Source: an optimization exercise on an open RTL-to-GDS flow (aim: small area and few clock cycles). Production flows keep margins and buffers that such runs may drop.
The RTL was checked by simulation tests, not by an equivalence proof against the original design.
Power and IR drop assume default switching activity.

## flow/design.v (module list and top-level ports; edited modules follow where they fit)
// module cv32e40p_clock_gate: 8 lines
// module cv32e41s_sffr: 18 lines
// module cv32e41s_sffs: 18 lines
// module cv32e41s_alert: 35 lines
// module cv32e41s_alignment_buffer: 396 lines
// module cv32e41s_alu: 202 lines
// module cv32e41s_alu_b_cpop: 12 lines
// module cv32e41s_b_decoder: 289 lines
// module cv32e41s_clic_int_controller: 74 lines
// module cv32e41s_compressed_decoder: 288 lines
// module cv32e41s_controller: 161 lines
// module cv32e41s_controller_bypass: 160 lines
// module cv32e41s_controller_fsm: 771 lines
// module cv32e41s_cs_registers: 2806 lines
// module cv32e41s_csr: 70 lines
// module cv32e41s_data_obi_interface: 78 lines
// module cv32e41s_debug_triggers: 337 lines
// module cv32e41s_decoder: 190 lines
// module cv32e41s_div: 171 lines
// module cv32e41s_dummy_instr: 103 lines
// module cv32e41s_ex_stage: 282 lines
// module cv32e41s_ff_one: 52 lines
// module cv32e41s_i_decoder: 303 lines
// module cv32e41s_id_stage: 441 lines
// module cv32e41s_if_stage: 442 lines
// module cv32e41s_incore: 807 lines
// module cv32e41s_instr_obi_interface: 122 lines
// module cv32e41s_int_controller: 56 lines
// module cv32e41s_lfsr: 39 lines
// module cv32e41s_load_store_unit: 493 lines
// module cv32e41s_lsu_response_filter: 95 lines
// module cv32e41s_m_decoder: 87 lines
// module cv32e41s_mpu_test: 210 lines
// module cv32e41s_mpu_test_data: 210 lines
// module cv32e41s_mult: 111 lines
// module cv32e41s_obi_integrity_fifo: 104 lines
// module cv32e41s_pc_check: 125 lines
// module cv32e41s_pc_target: 30 lines
// module cv32e41s_pma: 63 lines
// module cv32e41s_pmp: 189 lines
// module cv32e41s_pmp_walker_64: 238 lines
// module cv32e41s_prefetch_unit: 100 lines
// module cv32e41s_prefetcher: 82 lines
// module cv32e41s_rchk_check: 22 lines
// module cv32e41s_register_file: 90 lines
// module cv32e41s_register_file_ecc: 42 lines
// module cv32e41s_register_file_wrapper: 66 lines
// module cv32e41s_sequencer: 278 lines
// module cv32e41s_sleep_unit: 44 lines
// module cv32e41s_wb_stage: 80 lines
// module cv32e41s_wpt: 85 lines
// module cv32e41s_write_buffer: 63 lines
// module cv32e41s_xpmp: 143 lines
module cv32e41s_incore 
#(
  parameter                             LIB                                     = 0,
  parameter logic RV32                                    = RV32I,
  parameter logic [1:0] B_EXT                                   = B_NONE,
  parameter logic [1:0] M_EXT                                   = M,
  parameter bit                         DEBUG                                   = 1,
  parameter logic [31:0]                DM_REGION_START                         = 32'hF0000000,
  parameter logic [31:0]                DM_REGION_END                           = 32'hF0003FFF,
  parameter int                         DBG_NUM_TRIGGERS                        = 1,
  parameter int                         PMA_NUM_REGIONS                         = 0,
  parameter logic [PMA_NUM_REGIONS*68-1:0]                   PMA_CFG            = '0,
  parameter bit                         CLIC                                    = 0,
  parameter int unsigned                CLIC_ID_WIDTH                           = 5,
  parameter int unsigned                CLIC_INTTHRESHBITS                      = 8,
  parameter int unsigned                PMP_GRANULARITY                         = 0,
  parameter int                         PMP_NUM_REGIONS                         = 0,
  parameter logic [PMP_NUM_REGIONS*8-1:0]                   PMP_PMPNCFG_RV     = '0,
  parameter logic [PMP_NUM_REGIONS*32-1:0]                PMP_PMPADDR_RV     = '0,
  // ...
==> flow/run.sh <==
#!/bin/bash
# synth_recipe.tcl (not shown) runs the flow's synth.tcl, then flattens the netlist and writes it again
# the make line also repeats each setting of config.mk as NAME=value (left out here)
make -C /OpenROAD-flow-scripts/flow DESIGN_CONFIG=/design/flow/config.mk WORK_HOME=/design/flow/orfs CLKGATE_MAP_FILE= SYNTH_SCRIPT=/design/flow/synth_recipe.tcl finish
==> flow/config.mk <==
export PLATFORM = sky130hd
export DESIGN_NAME = cv32e41s_incore
export DESIGN_NICKNAME = cv32e41s_incore
export VERILOG_FILES = /design/flow/design.v
export SDC_FILE = /design/flow/constraint.sdc
export NUM_CORES = 8
export LEC_CHECK = 0
export ABC_AREA = 1
export CAP_MARGIN = 35
export CORE_MARGIN = 2
export CORE_UTILIZATION = 40
export SLEW_MARGIN = 35
==> flow/constraint.sdc <==
create_clock -name core_clock -period 20.0 [get_ports {clk_i}]
set_input_delay 4.0000 -clock core_clock [delete_from_list [all_inputs] [get_ports {clk_i}]]
set_output_delay 4.0000 -clock core_clock [all_outputs]
set_load 0.01 [all_outputs]
==> summary.txt, run 1 <==
Status:
- The flow ran to the end and the layout has no timing, DRC or antenna violations.

Synthesis:
- After synthesis, the share of cell area in mux cells is 0.258%.
- The cell count after synthesis is 30,989.
- Yosys instantiated no cell more often than nand2_1.
- After synthesis, the largest family of logic cells by area is simple AND/OR/NAND/NOR gates.
- Of all flip-flops after synthesis, the portion carrying an async set or reset was 100%.

Power:
- Combinational logic burns 71.2% of the power.
- Net switching is 60.4% of the power.
- For this design the static power due to leakage is ~110 nW.
- Per report_power, the sequential group accounts for ~16% of the total.

Critical path:
- The highest cell delay on the worst timing path is 0.89 ns.
- The critical path starts at debug_req_i.

Timing:
- The worst slew margin relative to its limit is 17.0%.

Layout:
- The number of flip-flops and latches is 2,893.
- The final layout contains approximately 32,000 nets.
- The utilization of the core after routing is 45.0%.
- The layout cell share with drive strength beyond 1 is under 10%.

Placed design:
- The congestion estimate from routability-driven global placement came to between 1 and 1.5.
- The number of placed instances with taps included is 37,463.

Floorplanning:
- The die is 742 µm wide.
- The total area inside the core boundary comes to roughly 540,000 µm².

Clock network:
- Clock-pin slew was measured on the worst setup and hold paths at 0.05 ns.
- In this run, post-CTS hold repair placed 0 buffers.

Drt:
- The met2 routed wirelength is 508 mm.

Global routing:
- The layer with the highest usage is met2.

Hold path:
- The path with the worst hold slack has its endpoint at if_stage_i.instruction_obi_i.obi_a_req_q[10].
Testbench counts, summed over its fixed seeds: cycles 1,166,485.
==> module cv32e41s_compressed_decoder, before the edit <==
module cv32e41s_compressed_decoder 
#(
    parameter bit          ZC_EXT    = 0,
    parameter logic [1:0] B_EXT     = B_NONE,
    parameter logic [1:0] M_EXT     = M_NONE
 )
(
  input  inst_resp_t    instr_i,
  input  logic          instr_is_ptr_i,
  input  xsecure_ctrl_t xsecure_ctrl_i,
  input  logic [31:0]   hint_replacement_i,
  output inst_resp_t    instr_o,
  output logic          is_compressed_o,
  output logic          illegal_instr_o,
  output logic          hint_o
);
  logic [31:0] instr;
  assign instr = instr_i.bus_resp.rdata;
  always_comb
  begin
    illegal_instr_o  = 1'b0;
    hint_o           = 1'b0;
    instr_o          = instr_i;
    if (instr_is_ptr_i) begin
      is_compressed_o = 1'b0;
    end else begin
      is_compressed_o = (instr[1:0] != 2'b11);
      case (instr[1:0])
        2'b00: begin
          case (instr[15:13])
            3'b000: begin
              instr_o.bus_resp.rdata = {2'b0, instr[10:7], instr[12:11], instr[5], instr[6], 2'b00, 5'h02, 3'b000, 2'b01, instr[4:2], OPCODE_OPIMM};
              if (instr[12:5] == 8'b0) begin
                illegal_instr_o = 1'b1;
              end
            end
            3'b010: begin
              instr_o.bus_resp.rdata = {5'b0, instr[5], instr[12:10], instr[6], 2'b00, 2'b01, instr[9:7], 3'b010, 2'b01, instr[4:2], OPCODE_LOAD};
            end
            3'b110: begin
              instr_o.bus_resp.rdata = {5'b0, instr[5], instr[12], 2'b01, instr[4:2], 2'b01, instr[9:7], 3'b010, instr[11:10], instr[6], 2'b00, OPCODE_STORE};
            end
            3'b100: begin
              if (ZC_EXT) begin
                case (instr[12:10])
                  3'b000: begin
                    instr_o.bus_resp.rdata = {10'b0, instr[5], instr[6], 2'b01, instr[9:7], 3'b100, 2'b01, instr[4:2], OPCODE_LOAD};
                  end
                  3'b001: begin
                    instr_o.bus_resp.rdata = {10'b0, instr[5], 1'b0, 2'b01, instr[9:7], !instr[6], 2'b01, 2'b01, instr[4:2], OPCODE_LOAD};
                  end
                  3'b010: begin
                    instr_o.bus_resp.rdata = {7'b0, 2'b01, instr[4:2], 2'b01, instr[9:7], 3'b000, 3'b000, instr[5], instr[6], OPCODE_STORE};
                  end
                  3'b011: begin
                    instr_o.bus_resp.rdata = {7'b0, 2'b01, instr[4:2], 2'b01, instr[9:7], 3'b001, 3'b000, instr[5], 1'b0, OPCODE_STORE};
                    if (instr[6]) begin
                      illegal_instr_o = 1'b1;
                    end
                  end
                  default: begin
                    illegal_instr_o = 1'b1;
                    instr_o.bus_resp.rdata = {7'b0, 2'b01, instr[4:2], 2'b01, instr[9:7], 3'b001, 3'b000, instr[5], 1'b0, OPCODE_STORE};
                  end
                endcase
              end else begin
                illegal_instr_o = 1'b1;
                instr_o.bus_resp.rdata = {5'b0, instr[5], instr[12:10], instr[6], 2'b00, 2'b01, instr[9:7], 3'b010, 2'b01, instr[4:2], OPCODE_LOAD};
              end
            end
            3'b001,
            3'b011,        
            3'b101,
            3'b111: begin  
              illegal_instr_o = 1'b1;
              instr_o.bus_resp.rdata = {5'b0, instr[5], instr[12:10], instr[6], 2'b00, 2'b01, instr[9:7], 3'b010, 2'b01, instr[4:2], OPCODE_LOAD};
            end
            default: begin
              instr_o.bus_resp.rdata = {5'b0, instr[5], instr[12:10], instr[6], 2'b00, 2'b01, instr[9:7], 3'b010, 2'b01, instr[4:2], OPCODE_LOAD};
              illegal_instr_o = 1'b1;
            end
          endcase
        end
        2'b01: begin
          case (instr[15:13])
            3'b000: begin
              instr_o.bus_resp.rdata = {{6 {instr[12]}}, instr[12], instr[6:2], instr[11:7], 3'b0, instr[11:7], OPCODE_OPIMM};
            end
            3'b001, 3'b101: begin
              instr_o.bus_resp.rdata = {instr[12], instr[8], instr[10:9], instr[6], instr[7], instr[2], instr[11], instr[5:3], {9 {instr[12]}}, 4'b0, !instr[15], OPCODE_JAL};
            end
            3'b010: begin
              if (instr[11:7] == 5'b0) begin
                instr_o.bus_resp.rdata = {{6 {instr[12]}}, instr[12], instr[6:2], 5'b0, 3'b0, instr[11:7], OPCODE_OPIMM};
              end else begin
                instr_o.bus_resp.rdata = {{6 {instr[12]}}, instr[12], instr[6:2], 5'b0, 3'b0, instr[11:7], OPCODE_OPIMM};
              end
            end
            3'b011: begin
              if ({instr[12], instr[6:2]} == 6'b0) begin
                instr_o.bus_resp.rdata = {{15 {instr[12]}}, instr[6:2], instr[11:7], OPCODE_LUI};
                illegal_instr_o = 1'b1;
              end else begin
                if (instr[11:7] == 5'h02) begin
                  instr_o.bus_resp.rdata = {{3 {instr[12]}}, instr[4:3], instr[5], instr[2], instr[6], 4'b0, 5'h02, 3'b000, 5'h02, OPCODE_OPIMM};
                end else if (instr[11:7] == 5'b0) begin
                  instr_o.bus_resp.rdata = {{15 {instr[12]}}, instr[6:2], instr[11:7], OPCODE_LUI};
                end else begin
                  instr_o.bus_resp.rdata = {{15 {instr[12]}}, instr[6:2], instr[11:7], OPCODE_LUI};
                end
              end
            end
            3'b100: begin
              case (instr[11:10])
                2'b00,
                2'b01: begin
                  if (instr[12] == 1'b1) begin
                    instr_o.bus_resp.rdata = {1'b0, instr[10], 5'b0, instr[6:2], 2'b01, instr[9:7], 3'b101, 2'b01, instr[9:7], OPCODE_OPIMM};
                    illegal_instr_o = 1'b1;
                  end else begin
                    if (instr[6:2] == 5'b0) begin
                      instr_o.bus_resp.rdata = {1'b0, instr[10], 5'b0, instr[6:2], 2'b01, instr[9:7], 3'b101, 2'b01, instr[9:7], OPCODE_OPIMM};
                    end else begin
                      instr_o.bus_resp.rdata = {1'b0, instr[10], 5'b0, instr[6:2], 2'b01, instr[9:7], 3'b101, 2'b01, instr[9:7], OPCODE_OPIMM};
                    end
                  end
                end
                2'b10: begin
                  instr_o.bus_resp.rdata = {{6 {instr[12]}}, instr[12], instr[6:2], 2'b01, instr[9:7], 3'b111, 2'b01, instr[9:7], OPCODE_OPIMM};
                end
                2'b11: begin
                  case ({instr[12], instr[6:5]})
                    3'b000: begin
                      instr_o.bus_resp.rdata = {2'b01, 5'b0, 2'b01, instr[4:2], 2'b01, instr[9:7], 3'b000, 2'b01, instr[9:7], OPCODE_OP};
                    end
                    3'b001: begin
                      instr_o.bus_resp.rdata = {7'b0, 2'b01, instr[4:2], 2'b01, instr[9:7], 3'b100, 2'b01, instr[9:7], OPCODE_OP};
                    end
                    3'b010: begin
                      instr_o.bus_resp.rdata = {7'b0, 2'b01, instr[4:2], 2'b01, instr[9:7], 3'b110, 2'b01, instr[9:7], OPCODE_OP};
                    end
                    3'b011: begin
                      instr_o.bus_resp.rdata = {7'b0, 2'b01, instr[4:2], 2'b01, instr[9:7], 3'b111, 2'b01, instr[9:7], OPCODE_OP};
                    end
                    3'b110: begin
                      if (ZC_EXT && (M_EXT != M_NONE)) begin
                        instr_o.bus_resp.rdata = {7'b0000001, 2'b01, instr[4:2], 2'b01, instr[9:7], 3'b000, 2'b01, instr[9:7], OPCODE_OP};
                      end else begin
                        instr_o.bus_resp.rdata = {7'b0, 2'b01, instr[4:2], 2'b01, instr[9:7], 3'b111, 2'b01, instr[9:7], OPCODE_OP};
                        illegal_instr_o = 1'b1;
                      end
                    end
                    3'b111: begin
                      if (ZC_EXT) begin
                        case (instr[4:2])
                          3'b000: begin
                            instr_o.bus_resp.rdata = {4'h0, 8'hff, 2'b01, instr[9:7], 3'b111, 2'b01, instr[9:7],  OPCODE_OPIMM};
                          end
                          3'b001: begin
                            if (B_EXT != B_NONE) begin
                              instr_o.bus_resp.rdata = {7'b0110000, 5'b00100, 2'b01, instr[9:7], 3'b001, 2'b01, instr[9:7],  OPCODE_OPIMM};
                            end else begin
                              instr_o.bus_resp.rdata = {7'b0, 2'b01, instr[4:2], 2'b01, instr[9:7], 3'b111, 2'b01, instr[9:7], OPCODE_OP};
                              illegal_instr_o = 1'b1;
                            end
                          end
                          3'b010: begin
                            if (B_EXT != B_NONE) begin
                              instr_o.bus_resp.rdata = {7'b0000100, 5'b00000, 2'b01, instr[9:7], 3'b100, 2'b01, instr[9:7],  OPCODE_OP};
                            end else begin
                              instr_o.bus_resp.rdata = {7'b0, 2'b01, instr[4:2], 2'b01, instr[9:7], 3'b111, 2'b01, instr[9:7], OPCODE_OP};
                              illegal_instr_o = 1'b1;
                            end
                          end
                          3'b011: begin
                            if (B_EXT != B_NONE) begin
                              instr_o.bus_resp.rdata = {7'b0110000, 5'b00101, 2'b01, instr[9:7], 3'b001, 2'b01, instr[9:7],  OPCODE_OPIMM};
                            end else begin
                              instr_o.bus_resp.rdata = {7'b0, 2'b01, instr[4:2], 2'b01, instr[9:7], 3'b111, 2'b01, instr[9:7], OPCODE_OP};
                              illegal_instr_o = 1'b1;
                            end
                          end
                          3'b101: begin
                            instr_o.bus_resp.rdata = {12'hfff, 2'b01, instr[9:7], 3'b100, 2'b01, instr[9:7],  OPCODE_OPIMM};
                          end
                          default: begin
                            instr_o.bus_resp.rdata = {7'b0, 2'b01, instr[4:2], 2'b01, instr[9:7], 3'b111, 2'b01, instr[9:7], OPCODE_OP};
                            illegal_instr_o = 1'b1;
                          end
                        endcase
                      end else begin
                        instr_o.bus_resp.rdata = {7'b0, 2'b01, instr[4:2], 2'b01, instr[9:7], 3'b111, 2'b01, instr[9:7], OPCODE_OP};
                        illegal_instr_o = 1'b1;
                      end
                    end
                    3'b100,
                    3'b101: begin
                      instr_o.bus_resp.rdata = {7'b0, 2'b01, instr[4:2], 2'b01, instr[9:7], 3'b111, 2'b01, instr[9:7], OPCODE_OP};
                      illegal_instr_o = 1'b1;
                    end
                    default:;
                  endcase
                end
                default:;
              endcase
            end
            3'b110, 3'b111: begin
              instr_o.bus_resp.rdata = {{4 {instr[12]}}, instr[6:5], instr[2], 5'b0, 2'b01, instr[9:7], 2'b00, instr[13], instr[11:10], instr[4:3], instr[12], OPCODE_BRANCH};
            end
            default:;
          endcase
        end
        2'b10: begin
          case (instr[15:13])
            3'b000: begin
              if (instr[12] == 1'b1) begin
                instr_o.bus_resp.rdata = {7'b0, instr[6:2], instr[11:7], 3'b001, instr[11:7], OPCODE_OPIMM};
                illegal_instr_o = 1'b1;
              end else begin
                if ((instr[6:2] == 5'b0) || (instr[11:7] == 5'b0)) begin
                  instr_o.bus_resp.rdata = {7'b0, instr[6:2], instr[11:7], 3'b001, instr[11:7], OPCODE_OPIMM};
                  if (|instr[6:2] && xsecure_ctrl_i.cpuctrl.rndhint) begin
                    hint_o = 1'b1;
                    instr_o.bus_resp.rdata = hint_replacement_i;
                  end
                end else begin
                  instr_o.bus_resp.rdata = {7'b0, instr[6:2], instr[11:7], 3'b001, instr[11:7], OPCODE_OPIMM};
                end
              end
            end
            3'b010: begin
              instr_o.bus_resp.rdata = {4'b0, instr[3:2], instr[12], instr[6:4], 2'b00, 5'h02, 3'b010, instr[11:7], OPCODE_LOAD};
              if (instr[11:7] == 5'b0) begin
                illegal_instr_o = 1'b1;
              end
            end
            3'b100: begin
              if (instr[12] == 1'b0) begin
                if (instr[6:2] == 5'b0) begin
                  if (instr[11:7] == 5'b0) begin
                    instr_o.bus_resp.rdata = {7'b0, instr[6:2], 5'b0, 3'b0, instr[11:7], OPCODE_OP};  
                    illegal_instr_o = 1'b1;
                  end else begin
                    instr_o.bus_resp.rdata = {12'b0, instr[11:7], 3'b0, 5'b0, OPCODE_JALR};
                  end
                end else begin
                  if (instr[11:7] == 5'b0) begin
                    instr_o.bus_resp.rdata = {7'b0, instr[6:2], 5'b0, 3'b0, instr[11:7], OPCODE_OP};
                  end else begin
                    instr_o.bus_resp.rdata = {7'b0, instr[6:2], 5'b0, 3'b0, instr[11:7], OPCODE_OP};
                  end
                end
              end else begin
                if (instr[6:2] == 5'b0) begin
                  if (instr[11:7] == 5'b0) begin
                    instr_o.bus_resp.rdata = {32'h00_10_00_73};
                  end else begin
                    instr_o.bus_resp.rdata = {12'b0, instr[11:7], 3'b000, 5'b00001, OPCODE_JALR};
                  end
                end else begin
                  if (instr[11:7] == 5'b0) begin
                    instr_o.bus_resp.rdata = {7'b0, instr[6:2], instr[11:7], 3'b0, instr[11:7], OPCODE_OP};
                  end else begin
                    instr_o.bus_resp.rdata = {7'b0, instr[6:2], instr[11:7], 3'b0, instr[11:7], OPCODE_OP};
                  end
                end
              end
            end
            3'b110: begin
              instr_o.bus_resp.rdata = {4'b0, instr[8:7], instr[12], instr[6:2], 5'h02, 3'b010, instr[11:9], 2'b00, OPCODE_STORE};
            end
            3'b001,
            3'b011,
            3'b101,
            3'b111: begin   
              instr_o.bus_resp.rdata = {4'b0, instr[3:2], instr[12], instr[6:4], 2'b00, 5'h02, 3'b010, instr[11:7], OPCODE_LOAD};
              illegal_instr_o = 1'b1;
            end
            default:;
          endcase
        end
        default: begin
          instr_o.bus_resp.rdata = instr_i.bus_resp.rdata;
        end
      endcase
    end  
  end  
endmodule
==> module cv32e41s_if_stage, before the edit <==
module cv32e41s_if_stage  
#(
  parameter logic RV32            = RV32I,
  parameter logic [1:0] B_EXT           = B_NONE,
  parameter int          PMA_NUM_REGIONS = 0,
  parameter logic [PMA_NUM_REGIONS*68-1:0]    PMA_CFG = '0,
  parameter int unsigned PMP_GRANULARITY = 0,
  parameter int          PMP_NUM_REGIONS = 0,
  parameter bit          DUMMY_INSTRUCTIONS = 0,
  parameter int unsigned MTVT_ADDR_WIDTH = 26,
  parameter bit          CLIC            = 1'b0,
  parameter int unsigned CLIC_ID_WIDTH   = 5,
  parameter bit          ZC_EXT          = 0,
  parameter logic [1:0] M_EXT           = M_NONE,
  parameter bit          DEBUG           = 1,
  parameter logic [31:0] DM_REGION_START = 32'hF0000000,
  parameter logic [31:0] DM_REGION_END   = 32'hF0003FFF,
  parameter logic XPMP_PMR_ENABLE   = PMR_NONE,
  parameter logic [1:0] XPMP_PMR_ENCODING = PMR_ENC_LIN,
  parameter logic XPMP_TRIE         = PMP_TRIE_NONE,
  parameter logic [1:0] XPMP_TRIE_CMP     = PMP_TRIE_NOTCPM
)
(
  input  logic          clk,
  input  logic          rst_n,
  input  logic [31:0]   boot_addr_i,             
  input  logic [31:0]   branch_target_ex_i,      
  input  logic [31:0]   dm_exception_addr_i,     
  input  logic [31:0]   dm_halt_addr_i,          
  input  logic [31:0]   dpc_i,                   
  input  logic [31:0]   jump_target_id_i,        
  input  logic [31:0]   mepc_i,                  
  input  logic [24:0]   mtvec_addr_i,            
  input  logic [5:0]    jvt_mode_i,
  input  logic          branch_decision_ex_i,    
  input  logic          last_sec_op_id_i,
  output logic          pc_err_o,                
  input  logic [MTVT_ADDR_WIDTH-1:0]   mtvt_addr_i,             
  input ctrl_fsm_t      ctrl_fsm_i,
  input  logic [31:0]   trigger_match_i,
  input   cv32e41s_if_c_obi_instr_master_i  c_obi_instr_if_ma_i,
  output  cv32e41s_if_c_obi_instr_master_o  c_obi_instr_if_ma_o,
  output logic			       							pmp_if_req_o, 
  output logic [31:0]			 							pmp_if_addr_o,
  input  logic        									pmp_if_rvalid_i,
  input  logic [31:0] 									pmp_if_rdata_b0_i,
  input  logic [31:0] 									pmp_if_rdata_b1_i,
  input  logic                          mpu_lsu_trie_fault_i,
  output if_id_pipe_t   if_id_pipe_o,            
  output logic [31:0]   pc_if_o,                 
  output logic          csr_mtvec_init_o,        
  output logic          if_busy_o,               
  output logic          ptr_in_if_o,             
  output privlvl_t      priv_lvl_if_o,           
  output logic          last_op_o,
  output logic          abort_op_o,
  output logic          if_valid_o,
  input  logic          id_ready_i,
  input  logic          id_valid_i,
  input  logic          ex_ready_i,
  input  logic          ex_valid_i,
  input  logic          wb_ready_i,
  input  id_ex_pipe_t   id_ex_pipe_i,
  input pmp_csr_t       csr_pmp_i,
  input  logic [31:0]   mstateen0_i,
  input privlvlctrl_t   priv_lvl_ctrl_i,
  input xsecure_ctrl_t  xsecure_ctrl_i,
  output  logic         lfsr_shift_o,
  output  logic         integrity_err_o,
  output  logic         protocol_err_o
);
  localparam int unsigned ALBUF_DEPTH     = 3;
  localparam int unsigned ALBUF_CNT_WIDTH = $clog2(ALBUF_DEPTH);
  localparam int unsigned CLIC_MUX_WIDTH = (CLIC_ID_WIDTH < 4) ? 4 : CLIC_ID_WIDTH;
  logic              if_ready;
  logic              prefetch_busy;
  logic       [31:0] branch_addr_n;
  logic              prefetch_valid;
  logic              prefetch_ready;
  inst_resp_t        prefetch_instr;
  privlvl_t          prefetch_priv_lvl;
  logic              prefetch_is_clic_ptr;
  logic              prefetch_is_mret_ptr;
  logic              prefetch_is_tbljmp_ptr;
  logic              illegal_c_insn;
  inst_resp_t        instr_decompressed;
  logic              instr_compressed;
  logic              instr_hint;
  logic                       prefetch_resp_valid;
  logic                       prefetch_trans_valid;
  logic                       prefetch_trans_ready;
  logic [31:0]                prefetch_trans_addr;
  inst_resp_t                 prefetch_inst_resp;
  logic                       prefetch_one_txn_pend_n;
  logic [ALBUF_CNT_WIDTH-1:0] prefetch_outstnd_cnt_q;
  logic              bus_resp_valid;
  obi_inst_resp_t    bus_resp;
  logic              bus_trans_valid;
  logic              bus_trans_ready;
  obi_inst_req_t     bus_trans;
  obi_inst_req_t     core_trans;
  logic              dummy_insert;
  inst_resp_t        dummy_instr;
  logic              instr_valid;
  logic              predec_ready;
  logic              seq_valid;        
  logic              seq_ready;        
  logic              seq_instr_valid;  
  logic              seq_first;        
  logic              seq_last;         
  inst_resp_t        seq_instr;        
  logic              seq_tbljmp;       
  logic              seq_pushpop;      
  logic              id_ready_no_dummy;  
  logic              first_op;           
  logic              first_op_nondummy;  
  logic              integrity_err_obi;  
  logic              protocol_err_obi;   
  logic              prefetch_protocol_err;
  logic              unused_signals;
  logic              mpu_if_trie_fault;
  always_comb
  begin
    branch_addr_n = {boot_addr_i[31:2], 2'b0};
    case (ctrl_fsm_i.pc_mux)
      PC_BOOT:       branch_addr_n = {boot_addr_i[31:2], 2'b0};
      PC_JUMP:       branch_addr_n = jump_target_id_i;
      PC_BRANCH:     branch_addr_n = branch_target_ex_i;
      PC_MRET:       branch_addr_n = {mepc_i[31:2], (mepc_i[1] & !ctrl_fsm_i.pc_set_clicv), mepc_i[0]};  
      PC_DRET:       branch_addr_n = dpc_i;
      PC_WB_PLUS4:   branch_addr_n = ctrl_fsm_i.pipe_pc;                                           
      PC_TRAP_EXC:   branch_addr_n = {mtvec_addr_i, 7'h0};                                         
      PC_TRAP_IRQ:   branch_addr_n = {mtvec_addr_i, ctrl_fsm_i.mtvec_pc_mux, 2'b00};      
      PC_TRAP_DBD:   branch_addr_n = {dm_halt_addr_i[31:2], 2'b0};
      PC_TRAP_DBE:   branch_addr_n = {dm_exception_addr_i[31:2], 2'b0};
      PC_TRAP_NMI:   branch_addr_n = {mtvec_addr_i, ctrl_fsm_i.nmi_mtvec_index, 2'b00};
      PC_TRAP_CLICV: branch_addr_n = {mtvt_addr_i, ctrl_fsm_i.mtvt_pc_mux[CLIC_MUX_WIDTH-1:0], 2'b00};
      PC_POINTER :   branch_addr_n = if_id_pipe_o.ptr;
      PC_TBLJUMP :   branch_addr_n = jump_target_id_i;  
      default:;
    endcase
  end
  assign csr_mtvec_init_o = (ctrl_fsm_i.pc_mux == PC_BOOT) & ctrl_fsm_i.pc_set;
  cv32e41s_prefetch_unit
  #(
      .CLIC            (CLIC),
      .ALBUF_DEPTH     (ALBUF_DEPTH),
      .ALBUF_CNT_WIDTH (ALBUF_CNT_WIDTH)
  )
  prefetch_unit_i
  (
    .clk                      ( clk                         ),
    .rst_n                    ( rst_n                       ),
    .ctrl_fsm_i               ( ctrl_fsm_i                  ),
    .priv_lvl_ctrl_i          ( priv_lvl_ctrl_i             ),
    .branch_addr_i            ( {branch_addr_n[31:1], 1'b0} ),
    .prefetch_ready_i         ( prefetch_ready              ),
    .prefetch_valid_o         ( prefetch_valid              ),
    .prefetch_instr_o         ( prefetch_instr              ),
    .prefetch_addr_o          ( pc_if_o                     ),
    .prefetch_priv_lvl_o      ( prefetch_priv_lvl           ),
    .prefetch_is_clic_ptr_o   ( prefetch_is_clic_ptr        ),
    .prefetch_is_mret_ptr_o   ( prefetch_is_mret_ptr        ),
    .prefetch_is_tbljmp_ptr_o ( prefetch_is_tbljmp_ptr      ),
    .trans_valid_o            ( prefetch_trans_valid        ),
    .trans_ready_i            ( prefetch_trans_ready        ),
    .trans_addr_o             ( prefetch_trans_addr         ),
    .resp_valid_i             ( prefetch_resp_valid         ),
    .resp_i                   ( prefetch_inst_resp          ),
    .xsecure_ctrl_i           ( xsecure_ctrl_i              ),
    .prefetch_busy_o          ( prefetch_busy               ),
    .one_txn_pend_n           ( prefetch_one_txn_pend_n     ),
    .outstnd_cnt_q_o          ( prefetch_outstnd_cnt_q      ),
    .mpu_if_trie_fault_i      ( mpu_if_trie_fault              ),  
    .mpu_lsu_trie_fault_i     ( mpu_lsu_trie_fault_i        ),
    .protocol_err_o           ( prefetch_protocol_err       )
  );
  assign core_trans.addr      = prefetch_trans_addr;
  assign core_trans.dbg       = ctrl_fsm_i.debug_mode_if;
  assign core_trans.prot[0]   = 1'b0;                         
  assign core_trans.prot[2:1] = prefetch_priv_lvl;            
  assign core_trans.memtype   = 2'b00;                        
  assign core_trans.achk      = 13'b0;                        
  assign core_trans.integrity = 1'b0;                         
  cv32e41s_mpu_test
  #(
    .IF_STAGE             ( 1                       ),
    .PMA_NUM_REGIONS      ( PMA_NUM_REGIONS         ),
    .PMA_CFG              ( PMA_CFG                 ),
    .PMP_GRANULARITY      ( PMP_GRANULARITY         ),
    .PMP_NUM_REGIONS      ( PMP_NUM_REGIONS         ),
    .DEBUG                ( DEBUG                   ),
    .DM_REGION_START      ( DM_REGION_START         ),
    .DM_REGION_END        ( DM_REGION_END           ),
    .XPMP_PMR_ENABLE      ( XPMP_PMR_ENABLE         ),              
    .XPMP_PMR_ENCODING    ( XPMP_PMR_ENCODING       ),   
    .XPMP_TRIE            ( XPMP_TRIE               ),   
    .XPMP_TRIE_CMP        ( XPMP_TRIE_CMP           )       
  )
  mpu_i
  (
    .clk                  ( clk                         ),
    .rst_n                ( rst_n                       ),
    .misaligned_access_i  ( 1'b0                        ),  
    .csr_pmp_i            ( csr_pmp_i                   ),
    .core_one_txn_pend_n  ( prefetch_one_txn_pend_n     ),
    .core_mpu_err_wait_i  ( 1'b1                        ),
    .core_mpu_err_o       ( mpu_if_trie_fault              ),  
    .core_trans_valid_i   ( prefetch_trans_valid        ),
    .core_trans_pushpop_i ( 1'b0                        ),  
    .core_trans_ready_o   ( prefetch_trans_ready        ),
    .core_trans_i         ( core_trans                  ),
    .core_resp_valid_o    ( prefetch_resp_valid         ),
    .core_resp_o          ( prefetch_inst_resp          ),
    .pmp_imp_req_o        ( pmp_if_req_o                       ), 
    .pmp_imp_addr_o       ( pmp_if_addr_o                      ),
    .pmp_imp_rvalid_i     ( pmp_if_rvalid_i                    ),
    .pmp_imp_rdata_b0_i   ( pmp_if_rdata_b0_i                    ),
    .pmp_imp_rdata_b1_i   ( pmp_if_rdata_b1_i                    ),
    .bus_trans_valid_o    ( bus_trans_valid             ),
    .bus_trans_ready_i    ( bus_trans_ready             ),
    .bus_trans_o          ( bus_trans                   ),
    .bus_resp_valid_i     ( bus_resp_valid              ),
    .bus_resp_i           ( bus_resp                    )
  );
  cv32e41s_instr_obi_interface
  #(
    .MAX_OUTSTANDING (2)  
  )
  instruction_obi_i
  (
    .clk                  ( clk              ),
    .rst_n                ( rst_n            ),
    .trans_valid_i        ( bus_trans_valid  ),
    .trans_ready_o        ( bus_trans_ready  ),
    .trans_i              ( bus_trans        ),
    .resp_valid_o         ( bus_resp_valid   ),
    .resp_o               ( bus_resp         ),
    .integrity_err_o      ( integrity_err_obi),    
    .protocol_err_o       ( protocol_err_obi ),    
    .xsecure_ctrl_i       ( xsecure_ctrl_i   ),
    .c_obi_instr_if_ma_i  ( c_obi_instr_if_ma_i      ),  
    .c_obi_instr_if_ma_o  ( c_obi_instr_if_ma_o      )   
  );
  cv32e41s_pc_check
  pc_check_i
  (
    .clk                  ( clk                  ),
    .rst_n                ( rst_n                ),
    .xsecure_ctrl_i       ( xsecure_ctrl_i       ),
    .if_valid_i           ( if_valid_o           ),
    .id_ready_i           ( id_ready_i           ),
    .id_valid_i           ( id_valid_i           ),
    .ex_ready_i           ( ex_ready_i           ),
    .ex_valid_i           ( ex_valid_i           ),
    .wb_ready_i           ( wb_ready_i           ),
    .pc_if_i              ( pc_if_o              ),
    .ctrl_fsm_i           ( ctrl_fsm_i           ),
    .if_id_pipe_i         ( if_id_pipe_o         ),
    .id_ex_pipe_i         ( id_ex_pipe_i         ),
    .jump_target_id_i     ( jump_target_id_i     ),
    .branch_target_ex_i   ( branch_target_ex_i   ),
    .branch_decision_ex_i ( branch_decision_ex_i ),
    .last_sec_op_id_i     ( last_sec_op_id_i     ),
    .last_op_ex_i         ( id_ex_pipe_i.last_op ),
    .prefetch_is_ptr_i    ( ptr_in_if_o          ),
    .mepc_i               ( mepc_i               ),
    .mtvec_addr_i         ( mtvec_addr_i         ),
    .dpc_i                ( dpc_i                ),
    .boot_addr_i          ( boot_addr_i          ),
    .dm_halt_addr_i       ( dm_halt_addr_i       ),
    .dm_exception_addr_i  ( dm_exception_addr_i  ),
    .pc_err_o             ( pc_err_o             )
  );
  logic test1 = !ctrl_fsm_i.kill_if;
  logic test2 = !ctrl_fsm_i.halt_if;
  assign instr_valid = (prefetch_valid || dummy_insert) && !ctrl_fsm_i.kill_if && !ctrl_fsm_i.halt_if;
  assign if_ready = ctrl_fsm_i.kill_if || (seq_ready && predec_ready && !ctrl_fsm_i.halt_if);
  assign if_valid_o = instr_valid;
  assign if_busy_o = prefetch_busy;
  assign lfsr_shift_o = if_valid_o && id_ready_i && (dummy_insert || instr_hint);
  assign ptr_in_if_o = prefetch_is_clic_ptr || prefetch_is_mret_ptr || prefetch_is_tbljmp_ptr;
  assign prefetch_ready = if_ready;
  assign last_op_o = dummy_insert            ? 1'b1     :
                     seq_valid               ? seq_last :   
                     prefetch_is_mret_ptr    ? 1'b1     :   
                                               1'b1;        
  assign first_op_nondummy = seq_valid             ? seq_first :
                             prefetch_is_mret_ptr  ? 1'b0 :
                                                     1'b1;  
  assign first_op = dummy_insert ? 1'b1 : first_op_nondummy;
  assign abort_op_o = dummy_insert ? 1'b0 :
                      (instr_decompressed.bus_resp.err || (instr_decompressed.mpu_status != MPU_OK) ||
                      (instr_decompressed.bus_resp.integrity_err) || |trigger_match_i);
  assign priv_lvl_if_o = prefetch_priv_lvl;
  instr_meta_t instr_meta_n;
  always_comb begin
    instr_meta_n = '0;
    instr_meta_n.dummy         = dummy_insert;
    instr_meta_n.hint          = dummy_insert ? 1'b0 : instr_hint;     
    instr_meta_n.compressed    = if_id_pipe_o.instr_meta.compressed;
    instr_meta_n.clic_ptr      = prefetch_is_clic_ptr;
    instr_meta_n.mret_ptr      = prefetch_is_mret_ptr;
    instr_meta_n.tbljmp        = if_id_pipe_o.instr_meta.tbljmp;
    instr_meta_n.pushpop       = if_id_pipe_o.instr_meta.pushpop;
  end
  always_ff @(posedge clk, negedge rst_n)
  begin : IF_ID_PIPE_REGISTERS
    if (rst_n == 1'b0) begin
      if_id_pipe_o.instr_valid      <= 1'b0;
      if_id_pipe_o.instr            <= INST_RESP_RESET_VAL;
      if_id_pipe_o.instr_meta       <= '0;
      if_id_pipe_o.pc               <= '0;
      if_id_pipe_o.illegal_c_insn   <= 1'b0;
      if_id_pipe_o.compressed_instr <= '0;
      if_id_pipe_o.priv_lvl         <= PRIV_LVL_M;
      if_id_pipe_o.trigger_match    <= '0;
      if_id_pipe_o.ptr              <= '0;
      if_id_pipe_o.last_op          <= 1'b0;
      if_id_pipe_o.first_op         <= 1'b0;
      if_id_pipe_o.abort_op         <= 1'b0;
    end else begin
      if (if_valid_o && id_ready_i) begin
        if_id_pipe_o.instr_valid      <= 1'b1;
        if_id_pipe_o.instr_meta       <= instr_meta_n;
        if_id_pipe_o.illegal_c_insn   <= (seq_valid || dummy_insert) ? 1'b0 : illegal_c_insn;
        if_id_pipe_o.priv_lvl         <= prefetch_priv_lvl;
        if_id_pipe_o.trigger_match    <= dummy_insert ? 1'b0 : trigger_match_i;
        if_id_pipe_o.last_op          <= last_op_o;
        if_id_pipe_o.first_op         <= first_op;
        if_id_pipe_o.abort_op         <= abort_op_o;
        if (!prefetch_is_tbljmp_ptr) begin
          if(prefetch_is_mret_ptr ?
             (instr_decompressed.bus_resp.err || (instr_decompressed.mpu_status != MPU_OK)) :
             1'b1) begin
            if_id_pipe_o.pc                    <= pc_if_o;
          end
          if_id_pipe_o.instr_meta.compressed <= dummy_insert ? 1'b0 : instr_compressed;
          if_id_pipe_o.instr_meta.tbljmp     <= dummy_insert ? 1'b0 : seq_tbljmp;
          if_id_pipe_o.instr_meta.pushpop    <= dummy_insert ? 1'b0 : seq_pushpop;
          if (instr_compressed) begin
            if_id_pipe_o.compressed_instr    <= prefetch_instr.bus_resp.rdata[15:0];
          end
        end
        if (ptr_in_if_o) begin
          if_id_pipe_o.ptr                <= instr_decompressed.bus_resp.rdata;
          if_id_pipe_o.instr.bus_resp.err           <= instr_decompressed.bus_resp.err;
          if_id_pipe_o.instr.mpu_status             <= instr_decompressed.mpu_status;
          if_id_pipe_o.instr.bus_resp.integrity_err <= instr_decompressed.bus_resp.integrity_err;
        end else begin
          if_id_pipe_o.instr          <= dummy_insert ? dummy_instr :
                                         seq_valid    ? seq_instr   : instr_decompressed;
        end
      end else if (id_ready_i) begin
        if_id_pipe_o.instr_valid      <= 1'b0;
      end
    end
  end
  cv32e41s_compressed_decoder
  #(
      .ZC_EXT ( ZC_EXT ),
      .B_EXT  ( B_EXT  ),
      .M_EXT  ( M_EXT  )
  )
  compressed_decoder_i
  (
    .instr_i            ( prefetch_instr             ),
    .instr_is_ptr_i     ( ptr_in_if_o                ),
    .xsecure_ctrl_i     ( xsecure_ctrl_i             ),
    .hint_replacement_i ( dummy_instr.bus_resp.rdata ),    
    .instr_o            ( instr_decompressed         ),
    .is_compressed_o    ( instr_compressed           ),
    .illegal_instr_o    ( illegal_c_insn             ),
    .hint_o             ( instr_hint                 )
  );
  assign predec_ready = id_ready_i && !dummy_insert;
  assign id_ready_no_dummy = id_ready_i && !dummy_insert;
  assign seq_instr_valid = prefetch_valid;
  generate
    if (ZC_EXT) begin : gen_seq
      cv32e41s_sequencer
        #(.RV32(RV32))
      sequencer_i
      (
        .clk                  ( clk                     ),
        .rst_n                ( rst_n                   ),
        .jvt_mode_i           ( jvt_mode_i              ),
        .instr_i              ( prefetch_instr          ),
        .instr_is_clic_ptr_i  ( prefetch_is_clic_ptr    ),
        .instr_is_mret_ptr_i  ( prefetch_is_mret_ptr    ),
        .instr_is_tbljmp_ptr_i( prefetch_is_tbljmp_ptr  ),
        .valid_i              ( seq_instr_valid         ),
        .ready_i              ( id_ready_no_dummy       ),
        .halt_i               ( ctrl_fsm_i.halt_if      ),
        .kill_i               ( ctrl_fsm_i.kill_if      ),
        .mstateen0_i          ( mstateen0_i             ),
        .priv_lvl_i           ( prefetch_priv_lvl       ),
        .instr_o              ( seq_instr               ),
        .valid_o              ( seq_valid               ),
        .ready_o              ( seq_ready               ),
        .seq_first_o          ( seq_first               ),
        .seq_last_o           ( seq_last                ),
        .seq_tbljmp_o         ( seq_tbljmp              ),
        .seq_pushpop_o        ( seq_pushpop             )
      );
    end else begin : gen_no_seq
      assign seq_valid   = 1'b0;
      assign seq_last    = 1'b0;
      assign seq_instr   = '0;
      assign seq_ready   = 1'b1;
      assign seq_first   = 1'b0;
      assign seq_tbljmp  = 1'b0;
      assign seq_pushpop = 1'b0;
    end
  endgenerate
  generate
    if (DUMMY_INSTRUCTIONS) begin : gen_dummy_instr
      logic instr_issued;  
      assign instr_issued = if_valid_o && id_ready_i && first_op && !ptr_in_if_o;
      cv32e41s_dummy_instr
        dummy_instr_i
          (.clk                 ( clk                 ),
           .rst_n               ( rst_n               ),
           .instr_issued_i      ( instr_issued        ),
           .first_op_nondummy_i ( first_op_nondummy   ),
           .prefetch_valid_i    ( prefetch_valid      ),
           .ptr_in_if_i         ( ptr_in_if_o         ),
           .ctrl_fsm_i          ( ctrl_fsm_i          ),
           .xsecure_ctrl_i      ( xsecure_ctrl_i      ),
           .dummy_insert_o      ( dummy_insert        ),
           .dummy_instr_o       ( dummy_instr         )
           );
    end : gen_dummy_instr
    else begin : gen_no_dummy_instr
      assign dummy_insert = 1'b0;
      assign dummy_instr  = '0;
    end : gen_no_dummy_instr
  endgenerate
  assign integrity_err_o = integrity_err_obi;
  assign protocol_err_o  = protocol_err_obi || prefetch_protocol_err;
  assign unused_signals = |prefetch_outstnd_cnt_q;
endmodule
==> module cv32e41s_register_file, before the edit <==
module cv32e41s_register_file 
  #(
      parameter int unsigned REGFILE_NUM_READ_PORTS = 2,
      parameter logic RV32                   = RV32I
  )
  (
    input logic                           clk,
    input logic                           rst_n,
    input logic                           hint_instr_id_i,
    input logic                           hint_instr_wb_i,
    input logic                           dummy_instr_id_i,
    input logic                           dummy_instr_wb_i,
    input                                 rf_addr_t [REGFILE_NUM_READ_PORTS-1:0] raddr_i ,
    output logic [REGFILE_NUM_READ_PORTS-1:0] [REGFILE_WORD_WIDTH-1:0] rdata_o ,
    input                                 rf_addr_t [REGFILE_NUM_WRITE_PORTS-1:0] waddr_i ,
    input logic [REGFILE_NUM_WRITE_PORTS-1:0] [REGFILE_WORD_WIDTH-1:0] wdata_i ,
    input logic [REGFILE_NUM_WRITE_PORTS-1:0] we_i 
   );
  localparam logic [REGFILE_WORD_WIDTH-1:0] RF_REG_RV = (SECURE) ? {6'b10_1010, 32'h0} : 32'h0;
  localparam REGFILE_NUM_WORDS = (RV32 == RV32I) ? 32 : 16;
  localparam REGFILE_IMPL_ADDR_WIDTH = $clog2(REGFILE_NUM_WORDS);
  logic [REGFILE_NUM_WORDS-1:0] [REGFILE_WORD_WIDTH-1:0] mem       ;
  logic [REGFILE_NUM_WORDS-1:0] [REGFILE_WORD_WIDTH-1:0] mem_gated ;
  logic [REGFILE_NUM_WRITE_PORTS-1:0] [REGFILE_NUM_WORDS-1:0] we_dec;
  generate
    if (SECURE) begin
      assign mem_gated[0] = (dummy_instr_id_i || hint_instr_id_i) ? mem[0] : RF_REG_RV;
      for (genvar addr=1; addr < REGFILE_NUM_WORDS; addr++) begin
        assign mem_gated[addr] = mem[addr];
      end
    end else begin
      assign mem_gated = mem;
    end
  endgenerate
  genvar ridx;
  generate
    for (ridx=0; ridx<REGFILE_NUM_READ_PORTS; ridx++) begin : gen_regfile_rdata
      assign rdata_o[ridx] = mem_gated[raddr_i[ridx][REGFILE_IMPL_ADDR_WIDTH-1:0]];
    end
  endgenerate
  genvar reg_index, port_index;
  generate
    for (reg_index=0; reg_index<REGFILE_NUM_WORDS; reg_index++) begin : gen_we_decoder
      for (port_index=0; port_index<REGFILE_NUM_WRITE_PORTS; port_index++) begin : gen_we_ports
        assign we_dec[port_index][reg_index] = (waddr_i[port_index] == reg_index) ? we_i[port_index] : 1'b0;
      end  
    end  
  endgenerate
  genvar i;
  generate
    if (SECURE) begin
      always_ff @(posedge clk or negedge rst_n) begin
        if(~rst_n) begin
          mem[0] <= RF_REG_RV;
        end else begin
          if (dummy_instr_wb_i || hint_instr_wb_i) begin
            for(int j=0; j<REGFILE_NUM_WRITE_PORTS; j++) begin : dummy_rf_write_ports
              if(we_dec[j][0] == 1'b1) begin
                mem[0] <= wdata_i[j];
              end
            end
          end
        end
      end
    end else begin  
      always_ff @(posedge clk or negedge rst_n) begin
        if(~rst_n) begin
          mem[0] <= RF_REG_RV;
        end else begin
          mem[0] <= RF_REG_RV;
        end
      end
    end
    for (i = 1; i < REGFILE_NUM_WORDS; i++)
    begin : gen_rf
      always_ff @(posedge clk, negedge rst_n)
      begin : register_write_behavioral
        if (rst_n==1'b0) begin
          mem[i] <= RF_REG_RV;
        end else begin
          for(int j=0; j<REGFILE_NUM_WRITE_PORTS; j++) begin : rf_write_ports
            if(we_dec[j][i] == 1'b1) begin
              mem[i] <= wdata_i[j];
            end
          end
        end
      end
    end
  endgenerate
endmodule
==> module cv32e41s_register_file_wrapper, before the edit <==
module cv32e41s_register_file_wrapper 
  #(
    parameter int unsigned REGFILE_NUM_READ_PORTS = 2,
    parameter logic RV32                   = RV32I
  )
  (
   input logic      clk,
   input logic      rst_n,
   input logic     hint_instr_id_i,
   input logic     hint_instr_wb_i,
   input logic     dummy_instr_id_i,
   input logic     dummy_instr_wb_i,
   output logic     ecc_err_o,
   input  rf_addr_t [REGFILE_NUM_READ_PORTS-1:0] raddr_i ,
   output rf_data_t [REGFILE_NUM_READ_PORTS-1:0] rdata_o ,
   input rf_addr_t [REGFILE_NUM_WRITE_PORTS-1:0] waddr_i ,
   input rf_data_t [REGFILE_NUM_WRITE_PORTS-1:0] wdata_i ,
   input logic [REGFILE_NUM_WRITE_PORTS-1:0] we_i    
   );
  logic [REGFILE_NUM_READ_PORTS-1:0] [REGFILE_WORD_WIDTH-1:0] rf_rdata;
  logic [REGFILE_NUM_WRITE_PORTS-1:0] [REGFILE_WORD_WIDTH-1:0] rf_wdata;
  cv32e41s_register_file
    #(
      .REGFILE_NUM_READ_PORTS ( REGFILE_NUM_READ_PORTS ),
      .RV32                   ( RV32                   )
      )
    register_file_i
      (
       .clk                ( clk                ),
       .rst_n              ( rst_n              ),
       .hint_instr_id_i    ( hint_instr_id_i    ),
       .hint_instr_wb_i    ( hint_instr_wb_i    ),
       .dummy_instr_id_i   ( dummy_instr_id_i   ),
       .dummy_instr_wb_i   ( dummy_instr_wb_i   ),
       .raddr_i            ( raddr_i            ),
       .rdata_o            ( rf_rdata           ),
       .waddr_i            ( waddr_i            ),
       .wdata_i            ( rf_wdata           ),
       .we_i               ( we_i               )
       );
  generate for (genvar i = 0; i < REGFILE_NUM_READ_PORTS; i++)
    assign rdata_o[i] = rf_data_t'(rf_rdata[i][REGFILE_DATA_WIDTH-1:0]);
  endgenerate
  generate
    if (SECURE) begin
      cv32e41s_register_file_ecc
        #(
          .REGFILE_NUM_READ_PORTS ( REGFILE_NUM_READ_PORTS )
          )
        register_file_ecc
        (
         .clk             ( clk                ),
         .rst_n           ( rst_n              ),
         .raddr_i         ( raddr_i            ),
         .rdata_i         ( rf_rdata           ),
         .waddr_i         ( waddr_i            ),
         .wdata_i         ( wdata_i            ),
         .rf_wdata_o      ( rf_wdata           ),
         .ecc_err_o       ( ecc_err_o          )
         );
    end else begin  
      assign ecc_err_o = 1'b0;
      assign rf_wdata  = wdata_i;
    end
  endgenerate
endmodule
==> run 2, diff against run 1 <==
--- a/flow/design.v
+++ b/flow/design.v
@@ -733,17 +733,17 @@
   parameter logic [31:0] SCONTEXT_RESET_VAL =   '0;
   parameter logic [31:0] MEDELEG_RESET_VAL =    '0;
   parameter logic [31:0] MIDELEG_RESET_VAL =    '0;
 parameter SECURE = 1;
 parameter REGFILE_NUM_WRITE_PORTS = 1;
 parameter REGFILE_ADDR_WIDTH = 5;
 parameter REGFILE_DATA_WIDTH = 32;
 parameter REGFILE_ECC_WIDTH = 6;
-parameter REGFILE_WORD_WIDTH = (SECURE) ? REGFILE_DATA_WIDTH + REGFILE_ECC_WIDTH : REGFILE_DATA_WIDTH;
+parameter REGFILE_WORD_WIDTH = REGFILE_DATA_WIDTH;
 typedef logic [REGFILE_ADDR_WIDTH-1:0] rf_addr_t;
 typedef logic [REGFILE_DATA_WIDTH-1:0] rf_data_t;
 typedef enum logic[1:0] {
                          SEL_REGFILE = 2'b00,
                          SEL_FW_EX   = 2'b01,
                          SEL_FW_WB   = 2'b10,
                          SEL_LFSR    = 2'b11
                          } op_fw_mux_e;
@@ -2659,20 +2659,16 @@
           case (instr[15:13])
             3'b000: begin
               if (instr[12] == 1'b1) begin
                 instr_o.bus_resp.rdata = {7'b0, instr[6:2], instr[11:7], 3'b001, instr[11:7], OPCODE_OPIMM};
                 illegal_instr_o = 1'b1;
               end else begin
                 if ((instr[6:2] == 5'b0) || (instr[11:7] == 5'b0)) begin
                   instr_o.bus_resp.rdata = {7'b0, instr[6:2], instr[11:7], 3'b001, instr[11:7], OPCODE_OPIMM};
-                  if (|instr[6:2] && xsecure_ctrl_i.cpuctrl.rndhint) begin
-                    hint_o = 1'b1;
-                    instr_o.bus_resp.rdata = hint_replacement_i;
-                  end
                 end else begin
                   instr_o.bus_resp.rdata = {7'b0, instr[6:2], instr[11:7], 3'b001, instr[11:7], OPCODE_OPIMM};
                 end
               end
             end
             3'b010: begin
               instr_o.bus_resp.rdata = {4'b0, instr[3:2], instr[12], instr[6:4], 2'b00, 5'h02, 3'b010, instr[11:7], OPCODE_LOAD};
               if (instr[11:7] == 5'b0) begin
@@ -5735,60 +5731,21 @@
         .clk            ( clk                   ),
         .rst_n          ( rst_n                 ),
         .scan_cg_en_i   ( scan_cg_en_i          ),
         .wr_data_i      ( cpuctrl_n             ),
         .wr_en_i        ( cpuctrl_we            ),
         .rd_data_o      ( cpuctrl_q             ),
         .rd_error_o     ( cpuctrl_rd_error      )
       );
-      cv32e41s_lfsr
-      #(
-        .LFSR_CFG     (LFSR0_CFG)
-      )
-      lfsr0_i
-      (
-        .clk            ( clk                   ),
-        .rst_n          ( rst_n                 ),
-        .seed_i         ( csr_wdata_int         ),       
-        .seed_we_i      ( secureseed0_we        ),
-        .shift_i        ( lfsr_shift_if_i       ),
-        .data_o         ( xsecure_ctrl_o.lfsr0  ),
-        .lockup_o       ( lfsr_lockup[0]        )
-      );
-      cv32e41s_lfsr
-      #(
-        .LFSR_CFG     (LFSR1_CFG)
-      )
-      lfsr1_i
-      (
-        .clk            ( clk                   ),
-        .rst_n          ( rst_n                 ),
-        .seed_i         ( csr_wdata_int         ),       
-        .seed_we_i      ( secureseed1_we        ),
-        .shift_i        ( lfsr_shift_id_i       ),
-        .data_o         ( xsecure_ctrl_o.lfsr1  ),
-        .lockup_o       ( lfsr_lockup[1]        )
-      );
-      cv32e41s_lfsr
-      #(
-        .LFSR_CFG     (LFSR2_CFG)
-      )
-      lfsr2_i
-      (
-        .clk            ( clk                   ),
-        .rst_n          ( rst_n                 ),
-        .seed_i         ( csr_wdata_int         ),       
-        .seed_we_i      ( secureseed2_we        ),
-        .shift_i        ( lfsr_shift_id_i       ),
-        .data_o         ( xsecure_ctrl_o.lfsr2  ),
-        .lockup_o       ( lfsr_lockup[2]        )
-      );
+      assign xsecure_ctrl_o.lfsr0 = '0;
+      assign xsecure_ctrl_o.lfsr1 = '0;
+      assign xsecure_ctrl_o.lfsr2 = '0;
       assign xsecure_ctrl_o.cpuctrl = cpuctrl_t'(cpuctrl_q);
-      assign lfsr_lockup_o = |lfsr_lockup;
+      assign lfsr_lockup_o = 1'b0;
       assign xsecure_ctrl_o.cntrst = cpuctrl_we || secureseed0_we;
     end  
     else begin : no_xsecure
       assign xsecure_ctrl_o.cpuctrl = cpuctrl_t'('0);
       assign xsecure_ctrl_o.lfsr0   = '0;
       assign xsecure_ctrl_o.lfsr1   = '0;
       assign xsecure_ctrl_o.lfsr2   = '0;
       assign cpuctrl_rd_error       = 1'b0;
@@ -8897,46 +8854,17 @@
     .resp_valid_o         ( bus_resp_valid   ),
     .resp_o               ( bus_resp         ),
     .integrity_err_o      ( integrity_err_obi),    
     .protocol_err_o       ( protocol_err_obi ),    
     .xsecure_ctrl_i       ( xsecure_ctrl_i   ),
     .c_obi_instr_if_ma_i  ( c_obi_instr_if_ma_i      ),  
     .c_obi_instr_if_ma_o  ( c_obi_instr_if_ma_o      )   
   );
-  cv32e41s_pc_check
-  pc_check_i
-  (
-    .clk                  ( clk                  ),
-    .rst_n                ( rst_n                ),
-    .xsecure_ctrl_i       ( xsecure_ctrl_i       ),
-    .if_valid_i           ( if_valid_o           ),
-    .id_ready_i           ( id_ready_i           ),
-    .id_valid_i           ( id_valid_i           ),
-    .ex_ready_i           ( ex_ready_i           ),
-    .ex_valid_i           ( ex_valid_i           ),
-    .wb_ready_i           ( wb_ready_i           ),
-    .pc_if_i              ( pc_if_o              ),
-    .ctrl_fsm_i           ( ctrl_fsm_i           ),
-    .if_id_pipe_i         ( if_id_pipe_o         ),
-    .id_ex_pipe_i         ( id_ex_pipe_i         ),
-    .jump_target_id_i     ( jump_target_id_i     ),
-    .branch_target_ex_i   ( branch_target_ex_i   ),
-    .branch_decision_ex_i ( branch_decision_ex_i ),
-    .last_sec_op_id_i     ( last_sec_op_id_i     ),
-    .last_op_ex_i         ( id_ex_pipe_i.last_op ),
-    .prefetch_is_ptr_i    ( ptr_in_if_o          ),
-    .mepc_i               ( mepc_i               ),
-    .mtvec_addr_i         ( mtvec_addr_i         ),
-    .dpc_i                ( dpc_i                ),
-    .boot_addr_i          ( boot_addr_i          ),
-    .dm_halt_addr_i       ( dm_halt_addr_i       ),
-    .dm_exception_addr_i  ( dm_exception_addr_i  ),
-    .pc_err_o             ( pc_err_o             )
-  );
+  assign pc_err_o = 1'b0;
   logic test1 = !ctrl_fsm_i.kill_if;
   logic test2 = !ctrl_fsm_i.halt_if;
   assign instr_valid = (prefetch_valid || dummy_insert) && !ctrl_fsm_i.kill_if && !ctrl_fsm_i.halt_if;
   assign if_ready = ctrl_fsm_i.kill_if || (seq_ready && predec_ready && !ctrl_fsm_i.halt_if);
   assign if_valid_o = instr_valid;
   assign if_busy_o = prefetch_busy;
   assign lfsr_shift_o = if_valid_o && id_ready_i && (dummy_insert || instr_hint);
   assign ptr_in_if_o = prefetch_is_clic_ptr || prefetch_is_mret_ptr || prefetch_is_tbljmp_ptr;
@@ -9428,17 +9356,17 @@
   cv32e41s_if_stage
   #(
     .RV32                ( RV32                     ),
     .B_EXT               ( B_EXT                    ),
     .PMA_NUM_REGIONS     ( PMA_NUM_REGIONS          ),
     .PMA_CFG             ( PMA_CFG                  ),
     .PMP_GRANULARITY     ( PMP_GRANULARITY           ),
     .PMP_NUM_REGIONS     ( PMP_NUM_REGIONS           ),
-    .DUMMY_INSTRUCTIONS  ( SECURE                    ),
+    .DUMMY_INSTRUCTIONS  ( 1'b0                      ),
     .MTVT_ADDR_WIDTH     ( MTVT_ADDR_WIDTH          ),
     .CLIC                ( CLIC                     ),
     .CLIC_ID_WIDTH       ( CLIC_ID_WIDTH            ),
     .ZC_EXT              ( ZC_EXT                   ),
     .M_EXT               ( M_EXT                    ),
     .DEBUG               ( DEBUG                    ),
     .DM_REGION_START     ( DM_REGION_START          ),
     .DM_REGION_END       ( DM_REGION_END            ),
@@ -12296,25 +12224,25 @@
     input logic                           dummy_instr_id_i,
     input logic                           dummy_instr_wb_i,
     input                                 rf_addr_t [REGFILE_NUM_READ_PORTS-1:0] raddr_i ,
     output logic [REGFILE_NUM_READ_PORTS-1:0] [REGFILE_WORD_WIDTH-1:0] rdata_o ,
     input                                 rf_addr_t [REGFILE_NUM_WRITE_PORTS-1:0] waddr_i ,
     input logic [REGFILE_NUM_WRITE_PORTS-1:0] [REGFILE_WORD_WIDTH-1:0] wdata_i ,
     input logic [REGFILE_NUM_WRITE_PORTS-1:0] we_i 
    );
-  localparam logic [REGFILE_WORD_WIDTH-1:0] RF_REG_RV = (SECURE) ? {6'b10_1010, 32'h0} : 32'h0;
+  localparam logic [REGFILE_WORD_WIDTH-1:0] RF_REG_RV = 32'h0;
   localparam REGFILE_NUM_WORDS = (RV32 == RV32I) ? 32 : 16;
   localparam REGFILE_IMPL_ADDR_WIDTH = $clog2(REGFILE_NUM_WORDS);
   logic [REGFILE_NUM_WORDS-1:0] [REGFILE_WORD_WIDTH-1:0] mem       ;
   logic [REGFILE_NUM_WORDS-1:0] [REGFILE_WORD_WIDTH-1:0] mem_gated ;
   logic [REGFILE_NUM_WRITE_PORTS-1:0] [REGFILE_NUM_WORDS-1:0] we_dec;
   generate
     if (SECURE) begin
-      assign mem_gated[0] = (dummy_instr_id_i || hint_instr_id_i) ? mem[0] : RF_REG_RV;
+      assign mem_gated[0] = RF_REG_RV;
       for (genvar addr=1; addr < REGFILE_NUM_WORDS; addr++) begin
         assign mem_gated[addr] = mem[addr];
       end
     end else begin
       assign mem_gated = mem;
     end
   endgenerate
   genvar ridx;
@@ -12328,39 +12256,17 @@
     for (reg_index=0; reg_index<REGFILE_NUM_WORDS; reg_index++) begin : gen_we_decoder
       for (port_index=0; port_index<REGFILE_NUM_WRITE_PORTS; port_index++) begin : gen_we_ports
         assign we_dec[port_index][reg_index] = (waddr_i[port_index] == reg_index) ? we_i[port_index] : 1'b0;
       end  
     end  
   endgenerate
   genvar i;
   generate
-    if (SECURE) begin
-      always_ff @(posedge clk or negedge rst_n) begin
-        if(~rst_n) begin
-          mem[0] <= RF_REG_RV;
-        end else begin
-          if (dummy_instr_wb_i || hint_instr_wb_i) begin
-            for(int j=0; j<REGFILE_NUM_WRITE_PORTS; j++) begin : dummy_rf_write_ports
-              if(we_dec[j][0] == 1'b1) begin
-                mem[0] <= wdata_i[j];
-              end
-            end
-          end
-        end
-      end
-    end else begin  
-      always_ff @(posedge clk or negedge rst_n) begin
-        if(~rst_n) begin
-          mem[0] <= RF_REG_RV;
-        end else begin
-          mem[0] <= RF_REG_RV;
-        end
-      end
-    end
+    assign mem[0] = RF_REG_RV;
     for (i = 1; i < REGFILE_NUM_WORDS; i++)
     begin : gen_rf
       always_ff @(posedge clk, negedge rst_n)
       begin : register_write_behavioral
         if (rst_n==1'b0) begin
           mem[i] <= RF_REG_RV;
         end else begin
           for(int j=0; j<REGFILE_NUM_WRITE_PORTS; j++) begin : rf_write_ports
@@ -12453,38 +12359,18 @@
        .rdata_o            ( rf_rdata           ),
        .waddr_i            ( waddr_i            ),
        .wdata_i            ( rf_wdata           ),
        .we_i               ( we_i               )
        );
   generate for (genvar i = 0; i < REGFILE_NUM_READ_PORTS; i++)
     assign rdata_o[i] = rf_data_t'(rf_rdata[i][REGFILE_DATA_WIDTH-1:0]);
   endgenerate
-  generate
-    if (SECURE) begin
-      cv32e41s_register_file_ecc
-        #(
-          .REGFILE_NUM_READ_PORTS ( REGFILE_NUM_READ_PORTS )
-          )
-        register_file_ecc
-        (
-         .clk             ( clk                ),
-         .rst_n           ( rst_n              ),
-         .raddr_i         ( raddr_i            ),
-         .rdata_i         ( rf_rdata           ),
-         .waddr_i         ( waddr_i            ),
-         .wdata_i         ( wdata_i            ),
-         .rf_wdata_o      ( rf_wdata           ),
-         .ecc_err_o       ( ecc_err_o          )
-         );
-    end else begin  
-      assign ecc_err_o = 1'b0;
-      assign rf_wdata  = wdata_i;
-    end
-  endgenerate
+  assign ecc_err_o = 1'b0;
+  assign rf_wdata  = wdata_i;
 endmodule
 module cv32e41s_sequencer 
  #(
    parameter logic RV32 = RV32I
  )
  (
     input  logic       clk,
     input  logic       rst_n,
==> flow/config.mk (replaced) <==
export PLATFORM = sky130hd
export DESIGN_NAME = cv32e41s_incore
export DESIGN_NICKNAME = cv32e41s_incore
export VERILOG_FILES = /design/flow/design.v
export SDC_FILE = /design/flow/constraint.sdc
export NUM_CORES = 8
export LEC_CHECK = 0
export CAP_MARGIN = 10
export CORE_MARGIN = 2
export CORE_UTILIZATION = 65
export PLACE_DENSITY_LB_ADDON = 0.1
export SLEW_MARGIN = 10
==> run 2 against run 1 <==
Net effect: area after synthesis down 13%; synthesized cell count down 31%; the flow now stops in 5_1_grt.
==> summary.txt, run 2 <==
Status:
- The flow did not finish.
- The stage at which the flow ended is 5_1_grt.
- The first error in the log reads "[ERROR GRT-0116] Global routing finished with congestion. Check the congestion regions in the DRC Viewer".

Clock network:
- The number of gates resized after CTS is 0.
- The deepest clock path buffer count is 4.
- The number of buffers created by CTS is 286.
- The hold buffer count at cts is 0 (unchanged).
- The clock drives between 2,000 and 3,000 sinks.
- CTS built an H-tree with a depth of 5.
- After clock tree synthesis, the setup repair step added 0 buffers.
- CTS placed an instance of clkbuf_16 at the clock tree root.

Synthesis:
- Among all flip-flop cells after synthesis, the most frequent one is dfrtp_1.
- The most common cell in the synthesized netlist is nand2_1.
- Counting instances in the post-synthesis netlist gives the leading cell types as 3,262 x nand2_1, 2,503 x dfrtp_1, 2,348 x o21ai_0.
- The number of flops mapped to enable cells by yosys is 0.
- After synthesis, the cell types taking the most area are dfrtp_1 33%, nand2_1 6.5%, o21ai_0 6.2%.
- The cell count after synthesis is 21,488 (-31%).
- Summed over all instances, the cell type with the most area after synthesis is dfrtp_1.
- The share of synthesized area occupied by flip-flops and latches is roughly 34%.
- The share of flip-flops with an asynchronous set or reset after synthesis is 100% (unchanged).
- Summed over its instances, the top area cell type makes up 33.0% of the synthesized netlist area.
- After synthesis the netlist holds a flip-flop and latch count of 2,551.
- Each instance of the synthesized netlist takes up on average 8.83 µm².
- The number of distinct standard cells referenced by the synthesized netlist is 133.
- The summed instance area of the synthesized netlist is approximately 190,000 µm².
- The total of warnings raised by yosys is about 350.

Floorplanning:
- In this run the core area contains roughly 200 standard-cell rows.
- The floorplan step set the die height to 544 µm.
- Once the floorplan was initialized, standard cells occupied roughly two thirds of the core.
- The boundary pin count is approximately 750.
- The die span in x is 544 µm (-27%).

Global routing:
- Entering global routing, the biggest net connects between 150 and 200 pins.

Placed design:
- The number of buffers added on ports is 497.
- The number of placed instances with taps included is 24,815 (-34%).
- The routability congestion estimate from global placement is 1.17 (+4.4%).
- The post-DP HPWL is 700 mm.
run 2: power groups by stage:
stage | Sequential, mW | Combinational, mW | Clock [mW]
floorplan | 6.41 | 11.0 | 0
global placement | 7.15 | 18.4 | 0
detailed placement | 7.18 | 18.6 | 0
CTS | 7.10 | 18.9 | 5.69
run 2: cells by family after synthesis:
family	Yosys count	synth area share, %
AOI/OAI and AO/OA	5989	19.5
xor gates and xnor gates	704	3.28
adders and majority gates	1086	9.17
buffers and inverters	2694	5.73
DFF	2551	33.7
muxes	1766	13.0
other	1	0.00198
and+or+nand+nor	6697	15.6
run 2: how the worst max path moves through the flow:
stage                                  from              end  slack, ns  cells after the start
2_1_floorplan  if_stage_i.if_id_pipe_o[150]  instr_achk_o[3]       7.58                     30
3_3_place_gp                    debug_req_i  instr_achk_o[3]       4.99                     20
3_5_place_dp                    debug_req_i      instr_req_o       4.88                     20
4_1_cts        if_stage_i.if_id_pipe_o[150]      instr_req_o       3.77                     27
run 2: through the flow:
| step | setup WS (ns) | area [µm²] | total power [mW] | hold WS, ns |
|---|---|---|---|---|
| floorplan | 7.58 | 190000 | 17.4 | 0.439 |
| global placement | 4.99 | 198000 | 25.5 | 0.452 |
| detailed placement | 4.88 | 198000 | 25.8 | 0.469 |
| CTS | 3.77 | 208000 | 31.7 | 0.411 |
Testbench counts of run 2, summed over its fixed seeds: cycles 1,166,485.

-- port drivers added, routing unchanged --
No port has a modelled driver above. Below, the same layout with a new extraction and two added sets of constraints. Step 1 assumes that a clkbuf_16 drives the clock port and a buf_2 every other input. Step 2 moves the port delays by t, midway between the first and last clock arrival at a register: inputs arrive t later, outputs are due t later. That takes back most of the time a late clock gives input paths. Slacks: ideal ports / drivers / drivers and shift; pairs: ideal ports / drivers.
run: run 1
t, ns: 1.176
setup WS [ns]: 3.654 / 3.536 / 3.536
hold slack, ns: 0.450 / 0.450 / 0.450
worst register clock-pin slew, ns: 0.07 / 0.07
After both steps setup and hold are still met in run 1. For run 1, drivers alone change the setup slack by -0.118 ns; drivers and shift together by -0.118 ns.
